This design comes from an exercise in tuning for small area on the open sky130 flow, not from production work.
The RTL was checked by simulation tests, not by an equivalence proof against the original design.
No driver is modelled on the clock port, so clocking that relies on it looks cheaper here than on a real chip.
Power figures rest on the tool's default switching activity, not on a simulated workload.

## pine
==> flow/design.v (excerpt) <==
module ts_speed(
    clk,
    rst,
    ts_din,
    ts_din_en,
    rate_dout,
    rate_dout_en,
    rate_con_start,
    rate_con_end
);
Size: about 450 cells after synthesis, roughly 140 flip-flops, ~46 I/O pins, roughly 5600 µm² of cells after synthesis.
==> flow/config.mk <==
export PLATFORM = sky130hd
export DESIGN_NAME = ts_speed
export DESIGN_NICKNAME = ts_speed
export VERILOG_FILES = /design/flow/design.v
export SDC_FILE = /design/flow/constraint.sdc
export NUM_CORES = 4
export LEC_CHECK = 0
export ABC_AREA = 1
export CAP_MARGIN = 0
export CORE_MARGIN = 2
export CORE_UTILIZATION = 60
export CTS_BUF_LIST = sky130_fd_sc_hd__clkbuf_8
export CTS_CLUSTER_DIAMETER = 100
export CTS_CLUSTER_SIZE = 50
export GPL_TIMING_DRIVEN = 0
export SLEW_MARGIN = 0
==> flow/constraint.sdc <==
create_clock -name core_clock -period 5.0 [get_ports {clk}]
set_input_delay 1.0000 -clock core_clock [delete_from_list [all_inputs] [get_ports {clk}]]
set_output_delay 1.0000 -clock core_clock [all_outputs]
set_load 0.01 [all_outputs]
standard.sh (not shown) runs the stock make flow with config.mk's settings and CLKGATE_MAP_FILE= SYNTH_SCRIPT=/design/flow/synth_recipe.tcl, a recipe that flattens the netlist after the stock synthesis.
==> flow/flow/run.sh <==
#!/bin/bash
# Layout flow: the standard ORFS flow (standard.sh with synth_recipe.tcl)
# with these changes to how the layout is built:
#  - synthesis maps the logic with an area-oriented ABC script
#    (flow/abc_area.script, used through ABC_AREA=1 from a copy of ORFS's
#    scripts folder that differs only in that file); flip-flop mapping,
#    flattening and naming are the standard synthesis's;
#  - port buffers use sky130_fd_sc_hd__buf_1;
#  - clock tree synthesis inserts no dummy loads, and afterwards each leaf
#    clock buffer is shrunk to the smallest size that keeps every flip-flop clock
#    pin's slew under 95 ps (flow/post_cts.tcl).
# The make output goes to standard.log; each ORFS step keeps its own log
# under orfs/logs/.
set -euo pipefail
rm -rf myscripts
cp -r "$FLOW_HOME/scripts" myscripts
chmod -R u+w myscripts
cp -f flow/abc_area.script myscripts/abc_area.script
bash standard.sh \
  "SCRIPTS_DIR=$PWD/myscripts" \
  "POST_CTS_TCL=$PWD/flow/post_cts.tcl" \
  "BUFFER_PORTS_ARGS=-buffer_cell sky130_fd_sc_hd__buf_1" \
  "CTS_ARGS=-sink_clustering_enable -repair_clock_nets -sink_clustering_size 50 -sink_clustering_max_diameter 100 -buf_list sky130_fd_sc_hd__clkbuf_8 -dont_use_dummy_load" \
  finish > standard.log 2>&1
Other scripts of this flow, unchanged in this note and not shown: flow/flow/abc_area.script, flow/flow/post_cts.tcl
pine finished every step from synthesis to the final layout, and the layout passed the timing, DRC and antenna checks.
#### Input delta (birch over pine)
--- a/flow/config.mk
+++ b/flow/config.mk
@@ -8,3 +8,3 @@
 export ABC_AREA = 1
-export CAP_MARGIN = 0
+export CAP_MARGIN = 20
 export CORE_MARGIN = 2
@@ -15,2 +15,2 @@
 export GPL_TIMING_DRIVEN = 0
-export SLEW_MARGIN = 0
+export SLEW_MARGIN = 20
### Flow results
Status | pine and birch | clean. As far as fraction of registers with async set/reset goes, pine and birch are indistinguishable; the numbers are identical. birch ended with more post-route minimum period than pine. birch: clock network power share lower than pine. Combinational share of power for birch is higher than for pine. Routed wire in birch totals more than in pine. Total power delta (pine -> birch): insignificant. Global-route wire length before repair, birch vs pine: up slightly. birch gives more worst hold slack after final layout than pine did. Largest stage delay on the critical path (birch over pine): decrease, 0.07 ns.

========
rev 12:
ts_speed, a different RTL version from the one above (not shown whole).
For scale: about 480 cells after synthesis, roughly 140 flip-flops, roughly 46 I/O pins.
make LEC_CHECK=0 CAP_MARGIN=20 CORE_MARGIN=2 CORE_UTILIZATION=40 SLEW_MARGIN=20 finish   # period 5.0 ns
run.sh (not shown) runs the stock make flow with config.mk's settings and CLKGATE_MAP_FILE= SYNTH_SCRIPT=/design/flow/synth_recipe.tcl, a recipe that flattens the netlist after the stock synthesis.
Stock flow here: none of the scripts above is used.
Rev 12 finished all stages; the layout is clean.
Input-level comparison between rev 13 and rev 12:
Settings: an added GPL_TIMING_DRIVEN of 0; a change of CORE_UTILIZATION from 40 to 60; an added CTS_BUF_LIST of sky130_fd_sc_hd__clkbuf_8; an added CTS_CLUSTER_SIZE of 50; an added ABC_AREA of 1; an added CTS_CLUSTER_DIAMETER of 100.
==> comparison <==
| growth of design area from synthesis to finish | higher: rev 12 |
Combinational family with the most area after synthesis = simple AND/OR/NAND/NOR gates: rev 13; combinational family with the most area after synthesis = compound AO/OA/AOI/OAI gates: rev 12
Diff rev 13..rev 12 | layout clock buffer count | unchanged
From rev 12 to rev 13 the numbers moved as follows: total buffers and inverters traversed by the critical path went up 1; biggest fanout along the worst timing path went up 3; maximum frequency rose 0.0051 GHz.

re-timing with driven ports:
Ports are ideal in the flow. The routed layouts listed here were re-timed in OpenROAD. Step 1: set_driving_cell puts a clkbuf_16 on clk and a buf_2 on each other input, an assumption about the parent block. Step 2 also shifts input and output timing later by t, the mid clock arrival at the registers, as if the neighbouring blocks saw the same clock. Slacks: ideal ports / drivers / drivers and shift; pairs: ideal ports / drivers.
run | t, ns | setup WS [ns] | worst setup path after step 2 | worst register clock-pin slew, ns
pine | 0.433 | 0.261 / 0.225 / 0.270 | input to register | 0.09 / 0.09
birch | 0.446 | 0.185 / 0.147 / 0.245 | input to register | 0.10 / 0.10
rev 12 | 0.472 | 0.065 / 0.041 / 0.041 | input to output | 0.06 / 0.06
rev 13 | 0.478 | 0.186 / 0.158 / 0.092 | input to register | 0.09 / 0.09
After both steps every run listed still meets setup and hold. For rev 13, which loses most, drivers alone change the setup slack by -0.028 ns; drivers and shift together by -0.094 ns.
